This design comes from an exercise in tuning for small area and a short achievable clock period on the open sky130 flow, not from production work.
Only simulation tests tie the RTL to the original design; equivalence was not proved.
No driver is modelled on the clock port, so clocking that relies on it looks cheaper here than on a real chip.
Power figures rest on the tool's default switching activity, not on a simulated workload.

==> flow/design.v <==
`timescale 1ns / 1ps
module Pipelined(s0, s1, s2, s3, s4, s5, s6, s7, t0, t1, t2, t3, t4, t5, t6, t7, t8, t9, CurrentPC, Instruction, SwitchClk_10, reset);
	input SwitchClk_10, reset;
	input [31:0] Instruction;
	output [31:0] s0, s1, s2, s3, s4, s5, s6, s7, t0, t1, t2, t3, t4, t5, t6, t7, t8, t9;
	output [31:0] CurrentPC;
	wire clk = SwitchClk_10;
	reg [31:2] PC;
	reg [31:0] IFID_Instr;
	reg [31:0] IDEX_A, IDEX_B, IDEX_X;
	reg [4:0]  IDEX_Dest;
	reg        IDEX_RegWrite, IDEX_MemRead, IDEX_MemWrite, IDEX_Beq, IDEX_Bne, IDEX_Jump;
	reg        IDEX_FA, IDEX_FBp, IDEX_FBn, IDEX_FX;
	reg        IDEX_SubOp, IDEX_And, IDEX_Or, IDEX_Slt, IDEX_Logic;
	reg [31:0] EXMEM_ALU, EXMEM_Data;
	reg [4:0]  EXMEM_Dest;
	reg        EXMEM_RegWrite, EXMEM_MemRead, EXMEM_MemWrite, EXMEM_Taken;
	assign CurrentPC = {PC, 2'b00};
	wire taken = EXMEM_Taken;
	wire [31:0] dmem [0:31];
	wire [31:0] rf [0:31];
	assign rf[0] = 32'd0;
	genvar g;
	reg [31:0] dvalid;
	generate
		for (g = 0; g < 32; g = g + 1) begin : words
			reg [31:0] m;
			always @(posedge clk)
				if (EXMEM_MemWrite && EXMEM_ALU[6:2] == g) m <= EXMEM_Data;
			always @(posedge clk, posedge reset)
				if (reset) dvalid[g] <= 1'b0;
				else if (EXMEM_MemWrite && EXMEM_ALU[6:2] == g) dvalid[g] <= 1'b1;
			assign dmem[g] = m;
		end
	endgenerate
	wire [31:0] MemData = dvalid[EXMEM_ALU[6:2]] ? dmem[EXMEM_ALU[6:2]] : 32'd0;
	wire [31:0] WD = EXMEM_MemRead ? MemData : EXMEM_ALU;
	wire [31:0] rvalid;
	assign rvalid[0] = 1'b1;
	generate
		for (g = 1; g < 32; g = g + 1) begin : regs
			reg [31:0] r;
			if (g >= 8 && g <= 25) begin : vis
				always @(posedge clk, posedge reset) begin
					if (reset) r <= 0;
					else if (EXMEM_RegWrite && EXMEM_Dest == g) r <= WD;
				end
				assign rvalid[g] = 1'b1;
			end else begin : hid
				reg v;
				always @(posedge clk)
					if (EXMEM_RegWrite && EXMEM_Dest == g) r <= WD;
				always @(posedge clk, posedge reset)
					if (reset) v <= 1'b0;
					else if (EXMEM_RegWrite && EXMEM_Dest == g) v <= 1'b1;
				assign rvalid[g] = v;
			end
			assign rf[g] = r;
		end
	endgenerate
	assign t0 = rf[8];  assign t1 = rf[9];  assign t2 = rf[10]; assign t3 = rf[11];
	assign t4 = rf[12]; assign t5 = rf[13]; assign t6 = rf[14]; assign t7 = rf[15];
	assign s0 = rf[16]; assign s1 = rf[17]; assign s2 = rf[18]; assign s3 = rf[19];
	assign s4 = rf[20]; assign s5 = rf[21]; assign s6 = rf[22]; assign s7 = rf[23];
	assign t8 = rf[24]; assign t9 = rf[25];
	wire [5:0] op = IFID_Instr[31:26];
	wire [4:0] rs = IFID_Instr[25:21];
	wire [4:0] rt = IFID_Instr[20:16];
	wire [4:0] rd = IFID_Instr[15:11];
	wire [5:0] fn = IFID_Instr[5:0];
	wire [15:0] imm = IFID_Instr[15:0];
	wire isR   = op == 6'h00;
	wire isJ   = op == 6'h02;
	wire isBeq = op == 6'h04;
	wire isBne = op == 6'h05;
	wire isAndi = op == 6'h0c;
	wire isLw  = op == 6'h23;
	wire isSw  = op == 6'h2b;
	wire [4:0] dest = isR ? rd : rt;
	wire regWrite = !(isBeq || isBne || isJ || isSw) && dest != 0;
	wire useRt = isR || isBeq || isBne;
	wire stall = IDEX_MemRead && ((!isJ && rs == IDEX_Dest) || (useRt && rt == IDEX_Dest));
	wire fwdMemRs = EXMEM_RegWrite && EXMEM_Dest == rs;
	wire fwdMemRt = EXMEM_RegWrite && EXMEM_Dest == rt;
	wire [31:0] RD1 = fwdMemRs ? WD : rvalid[rs] ? rf[rs] : 32'd0;
	wire [31:0] RD2 = fwdMemRt ? WD : rvalid[rt] ? rf[rt] : 32'd0;
	wire subOp = isR && fn[2:1] == 2'b01;
	wire fwdExRt = IDEX_RegWrite && IDEX_Dest == rt;
	wire [31:2] brTarget = PC + {{14{imm[15]}}, imm};
	wire [31:0] immOut = isJ ? {PC[23:20], IFID_Instr[25:0], 2'b00} :
	                     (isBeq || isBne) ? {brTarget, 2'b00} :
	                     isAndi ? {16'd0, imm} : {{16{imm[15]}}, imm};
	wire kill = stall || taken;
	always @(posedge clk, posedge reset) begin
		if (reset) begin
			IDEX_RegWrite <= 0; IDEX_MemRead <= 0; IDEX_MemWrite <= 0;
			IDEX_Beq <= 0; IDEX_Bne <= 0; IDEX_Jump <= 0;
		end else if (kill) begin
			IDEX_RegWrite <= 0; IDEX_MemRead <= 0; IDEX_MemWrite <= 0;
			IDEX_Beq <= 0; IDEX_Bne <= 0; IDEX_Jump <= 0;
		end else begin
			IDEX_RegWrite <= regWrite; IDEX_MemRead <= isLw; IDEX_MemWrite <= isSw;
			IDEX_Beq <= isBeq; IDEX_Bne <= isBne; IDEX_Jump <= isJ;
		end
	end
	always @(posedge clk) begin
		IDEX_A <= RD1;
		IDEX_B <= useRt ? (RD2 ^ {32{subOp}}) : immOut;
		IDEX_X <= isSw ? RD2 : immOut;
		IDEX_Dest <= dest;
		IDEX_FA <= IDEX_RegWrite && IDEX_Dest == rs;
		IDEX_FBp <= fwdExRt && useRt && !subOp;
		IDEX_FBn <= fwdExRt && useRt && subOp;
		IDEX_FX <= fwdExRt && isSw;
		IDEX_SubOp <= subOp;
		IDEX_Slt <= subOp && fn[3];
		IDEX_And <= isAndi || (isR && fn[2] && !fn[0]);
		IDEX_Or  <= isR && fn[2] && fn[0];
		IDEX_Logic <= isAndi || (isR && fn[2]);
	end
	wire [31:0] A = IDEX_FA ? EXMEM_ALU : IDEX_A;
	wire [31:0] B = ({32{IDEX_FBp}} & EXMEM_ALU) | ({32{IDEX_FBn}} & ~EXMEM_ALU) |
	                ({32{!(IDEX_FBp || IDEX_FBn)}} & IDEX_B);
	wire [33:0] sum2 = {1'b0, A, 1'b1} + {1'b0, B, IDEX_SubOp};
	wire [32:0] sum = sum2[33:1];
	wire [31:0] logicRes = IDEX_And ? (A & B) : (A | B);
	wire [31:0] ALU = IDEX_Logic ? logicRes :
	                  IDEX_Slt ? {31'd0, !sum[32]} : sum[31:0];
	wire eq = A == B;	 
	wire fwdC = IDEX_MemWrite && EXMEM_MemRead && EXMEM_RegWrite && EXMEM_Dest == IDEX_Dest;
	wire [31:0] data = fwdC ? WD : IDEX_FX ? EXMEM_ALU : IDEX_X;
	always @(posedge clk, posedge reset) begin
		if (reset) begin
			EXMEM_RegWrite <= 0; EXMEM_MemRead <= 0; EXMEM_MemWrite <= 0; EXMEM_Taken <= 0;
		end else if (taken) begin
			EXMEM_RegWrite <= 0; EXMEM_MemRead <= 0; EXMEM_MemWrite <= 0; EXMEM_Taken <= 0;
		end else begin
			EXMEM_RegWrite <= IDEX_RegWrite; EXMEM_MemRead <= IDEX_MemRead; EXMEM_MemWrite <= IDEX_MemWrite;
			EXMEM_Taken <= IDEX_Jump || (IDEX_Beq && eq) || (IDEX_Bne && !eq);
		end
	end
	always @(posedge clk) begin
		EXMEM_ALU <= ALU;
		EXMEM_Data <= data;
		EXMEM_Dest <= IDEX_Dest;
	end
	always @(posedge clk, posedge reset) begin
		if (reset) begin
			PC <= 0;
			IFID_Instr <= 0;
		end else if (taken) begin
			PC <= EXMEM_Data[31:2];
			IFID_Instr <= 0;
		end else if (!stall) begin
			PC <= PC + 1'b1;
			IFID_Instr <= Instruction;
		end
	end
endmodule
Settings: LEC_CHECK=0, CAP_MARGIN=20, CORE_MARGIN=2, CORE_UTILIZATION=42, CTS_CLUSTER_DIAMETER=100, CTS_CLUSTER_SIZE=24, PLACE_DENSITY=0.52, SLEW_MARGIN=20; clock period 9.0 ns.
standard.sh (not shown) runs the stock make flow with config.mk's settings and CLKGATE_MAP_FILE= SYNTH_SCRIPT=/design/flow/synth_recipe.tcl, a recipe that flattens the netlist after the stock synthesis.
==> flow/flow/run.sh <==
#!/bin/bash
# Own layout flow: the standard ORFS flow (standard.sh, unchanged synthesis
# and SDC), run in two parts with a few optimisation knobs set through the
# environment:
#  - ports are buffered with a plain buf_2 instead of the delay buffer OpenROAD
#    picks by default (every port still gets its own buffer)
set -euo pipefail
export BUFFER_PORTS_ARGS="-buffer_cell sky130_fd_sc_hd__buf_2"

export SETUP_SLACK_MARGIN=5.65
bash standard.sh cts > flow_to_cts.log 2>&1
ws=$(sed -n 's/^worst slack max \([-0-9.]*\).*/\1/p' orfs/reports/*/Pipelined/base/4_cts_final.rpt | tail -1)
m=$(awk -v w="${ws:-0}" 'BEGIN { m = w - 0.02; if (m > 5.65) m = 5.65; if (m < 0) m = 0; printf "%.2f", m }')
echo "worst slack after CTS: ${ws:-unknown}; margin from global route on: $m" > flow_margin.log
export SETUP_SLACK_MARGIN=$m
bash standard.sh finish > flow_to_finish.log 2>&1
==> next run, changes <==
--- a/flow/design.v
+++ b/flow/design.v
@@ -7,12 +7,14 @@
 	wire clk = SwitchClk_10;
 	reg [31:2] PC;
 	reg [31:0] IFID_Instr;
+	reg [31:1] IFID_RsOH, IFID_RtOH;
 	reg [31:0] IDEX_A, IDEX_B, IDEX_X;
 	reg [4:0]  IDEX_Dest;
 	reg        IDEX_RegWrite, IDEX_MemRead, IDEX_MemWrite, IDEX_Beq, IDEX_Bne, IDEX_Jump;
 	reg        IDEX_FA, IDEX_FBp, IDEX_FBn, IDEX_FX;
 	reg        IDEX_SubOp, IDEX_And, IDEX_Or, IDEX_Slt, IDEX_Logic;
 	reg [31:0] EXMEM_ALU, EXMEM_Data;
+	reg [31:0] EXMEM_AddrOH;	 
 	reg [4:0]  EXMEM_Dest;
 	reg        EXMEM_RegWrite, EXMEM_MemRead, EXMEM_MemWrite, EXMEM_Taken;
 	assign CurrentPC = {PC, 2'b00};
@@ -26,15 +28,22 @@
 		for (g = 0; g < 32; g = g + 1) begin : words
 			reg [31:0] m;
 			always @(posedge clk)
-				if (EXMEM_MemWrite && EXMEM_ALU[6:2] == g) m <= EXMEM_Data;
+				if (EXMEM_MemWrite && EXMEM_AddrOH[g]) m <= EXMEM_Data;
 			always @(posedge clk, posedge reset)
 				if (reset) dvalid[g] <= 1'b0;
-				else if (EXMEM_MemWrite && EXMEM_ALU[6:2] == g) dvalid[g] <= 1'b1;
+				else if (EXMEM_MemWrite && EXMEM_AddrOH[g]) dvalid[g] <= 1'b1;
 			assign dmem[g] = m;
 		end
 	endgenerate
-	wire [31:0] MemData = dvalid[EXMEM_ALU[6:2]] ? dmem[EXMEM_ALU[6:2]] : 32'd0;
-	wire [31:0] WD = EXMEM_MemRead ? MemData : EXMEM_ALU;
+	reg [31:0] MemData;
+	integer k;
+	always @* begin
+		MemData = 32'd0;
+		for (k = 0; k < 32; k = k + 1)
+			MemData = MemData | (dmem[k] & {32{EXMEM_AddrOH[k]}});
+	end
+	wire memOK = |(EXMEM_AddrOH & dvalid);
+	wire [31:0] WD = EXMEM_MemRead ? (memOK ? MemData : 32'd0) : EXMEM_ALU;
 	wire [31:0] rvalid;
 	assign rvalid[0] = 1'b1;
 	generate
@@ -82,14 +91,21 @@
 	wire stall = IDEX_MemRead && ((!isJ && rs == IDEX_Dest) || (useRt && rt == IDEX_Dest));
 	wire fwdMemRs = EXMEM_RegWrite && EXMEM_Dest == rs;
 	wire fwdMemRt = EXMEM_RegWrite && EXMEM_Dest == rt;
-	wire [31:0] RD1 = fwdMemRs ? WD : rvalid[rs] ? rf[rs] : 32'd0;
-	wire [31:0] RD2 = fwdMemRt ? WD : rvalid[rt] ? rf[rt] : 32'd0;
+	reg [31:0] rfRs, rfRt;
+	integer j;
+	always @* begin
+		rfRs = 32'd0;
+		rfRt = 32'd0;
+		for (j = 1; j < 32; j = j + 1) begin
+			rfRs = rfRs | (rf[j] & {32{IFID_RsOH[j] & rvalid[j]}});
+			rfRt = rfRt | (rf[j] & {32{IFID_RtOH[j] & rvalid[j]}});
+		end
+	end
 	wire subOp = isR && fn[2:1] == 2'b01;
 	wire fwdExRt = IDEX_RegWrite && IDEX_Dest == rt;
 	wire [31:2] brTarget = PC + {{14{imm[15]}}, imm};
-	wire [31:0] immOut = isJ ? {PC[23:20], IFID_Instr[25:0], 2'b00} :
-	                     (isBeq || isBne) ? {brTarget, 2'b00} :
-	                     isAndi ? {16'd0, imm} : {{16{imm[15]}}, imm};
+	wire [31:0] target = isJ ? {PC[23:20], IFID_Instr[25:0], 2'b00} : {brTarget, 2'b00};
+	wire [31:0] immOut = isAndi ? {16'd0, imm} : {{16{imm[15]}}, imm};
 	wire kill = stall || taken;
 	always @(posedge clk, posedge reset) begin
 		if (reset) begin
@@ -104,9 +120,11 @@
 		end
 	end
 	always @(posedge clk) begin
-		IDEX_A <= RD1;
-		IDEX_B <= useRt ? (RD2 ^ {32{subOp}}) : immOut;
-		IDEX_X <= isSw ? RD2 : immOut;
+		IDEX_A <= fwdMemRs ? WD : rfRs;
+		IDEX_B <= (useRt && fwdMemRt && !subOp) ? WD :
+		          (useRt && fwdMemRt && subOp) ? ~WD :
+		          useRt ? (rfRt ^ {32{subOp}}) : immOut;
+		IDEX_X <= (isSw && fwdMemRt) ? WD : isSw ? rfRt : target;
 		IDEX_Dest <= dest;
 		IDEX_FA <= IDEX_RegWrite && IDEX_Dest == rs;
 		IDEX_FBp <= fwdExRt && useRt && !subOp;
@@ -129,6 +147,7 @@
 	wire eq = A == B;	 
 	wire fwdC = IDEX_MemWrite && EXMEM_MemRead && EXMEM_RegWrite && EXMEM_Dest == IDEX_Dest;
 	wire [31:0] data = fwdC ? WD : IDEX_FX ? EXMEM_ALU : IDEX_X;
+	wire [4:0] addr = sum[6:2];	 
 	always @(posedge clk, posedge reset) begin
 		if (reset) begin
 			EXMEM_RegWrite <= 0; EXMEM_MemRead <= 0; EXMEM_MemWrite <= 0; EXMEM_Taken <= 0;
@@ -141,19 +160,31 @@
 	end
 	always @(posedge clk) begin
 		EXMEM_ALU <= ALU;
+		EXMEM_AddrOH <= 32'd1 << addr;
 		EXMEM_Data <= data;
 		EXMEM_Dest <= IDEX_Dest;
 	end
+	function [31:1] onehot(input [4:0] r);
+		integer i;
+		for (i = 1; i < 32; i = i + 1)
+			onehot[i] = r == i;
+	endfunction
 	always @(posedge clk, posedge reset) begin
 		if (reset) begin
 			PC <= 0;
 			IFID_Instr <= 0;
+			IFID_RsOH <= 0;
+			IFID_RtOH <= 0;
 		end else if (taken) begin
 			PC <= EXMEM_Data[31:2];
 			IFID_Instr <= 0;
+			IFID_RsOH <= 0;
+			IFID_RtOH <= 0;
 		end else if (!stall) begin
 			PC <= PC + 1'b1;
 			IFID_Instr <= Instruction;
+			IFID_RsOH <= onehot(Instruction[25:21]);
+			IFID_RtOH <= onehot(Instruction[20:16]);
 		end
 	end
 endmodule
What happened:
- final area shrinks by 0.97%
- global-route usage shrinks by 2.0 points
- combinational power shrinks by about 3%
- power grows by 4.2%
- fmax grows by 2.5%
- via count shrinks by 2.3%
- sequential power grows by about 10%
- critical path depth grows by 1
- clock-buffer cell count grows by 26
- utilization shrinks by 1.3 points
- non-clock buffer count shrinks by 61
- routed wire length shrinks by 2.9%

-- port drivers added, routing unchanged --
How much do the figures lean on ideal ports? The routed layouts below were timed once more, with nothing changed but the port constraints. Step 1: set_driving_cell puts a clkbuf_16 on SwitchClk_10 and a buf_2 on each other input, an assumption about the parent block. Step 2 also shifts input and output timing later by t, the mid clock arrival at the registers, as if the neighbouring blocks saw the same clock. a / b / c = ideal / step 1 / step 2; a / b = the first two.
run	t (ns)	setup slack, ns	worst setup path after step 2	latest minus earliest clock arrival (ns)	worst register clock-pin slew, ns
the first run	0.956	5.340 / 5.340 / 5.204	input, reset recovery	0.052 / 0.052	0.11 / 0.11
the second run	0.951	5.430 / 5.430 / 4.989	input, reset recovery	0.068 / 0.067	0.11 / 0.11
After both steps every run listed still meets setup and hold. For the second run, which loses most, drivers alone change the setup slack by 0.000 ns; drivers and shift together by -0.441 ns. Setup slack includes reset recovery checks.
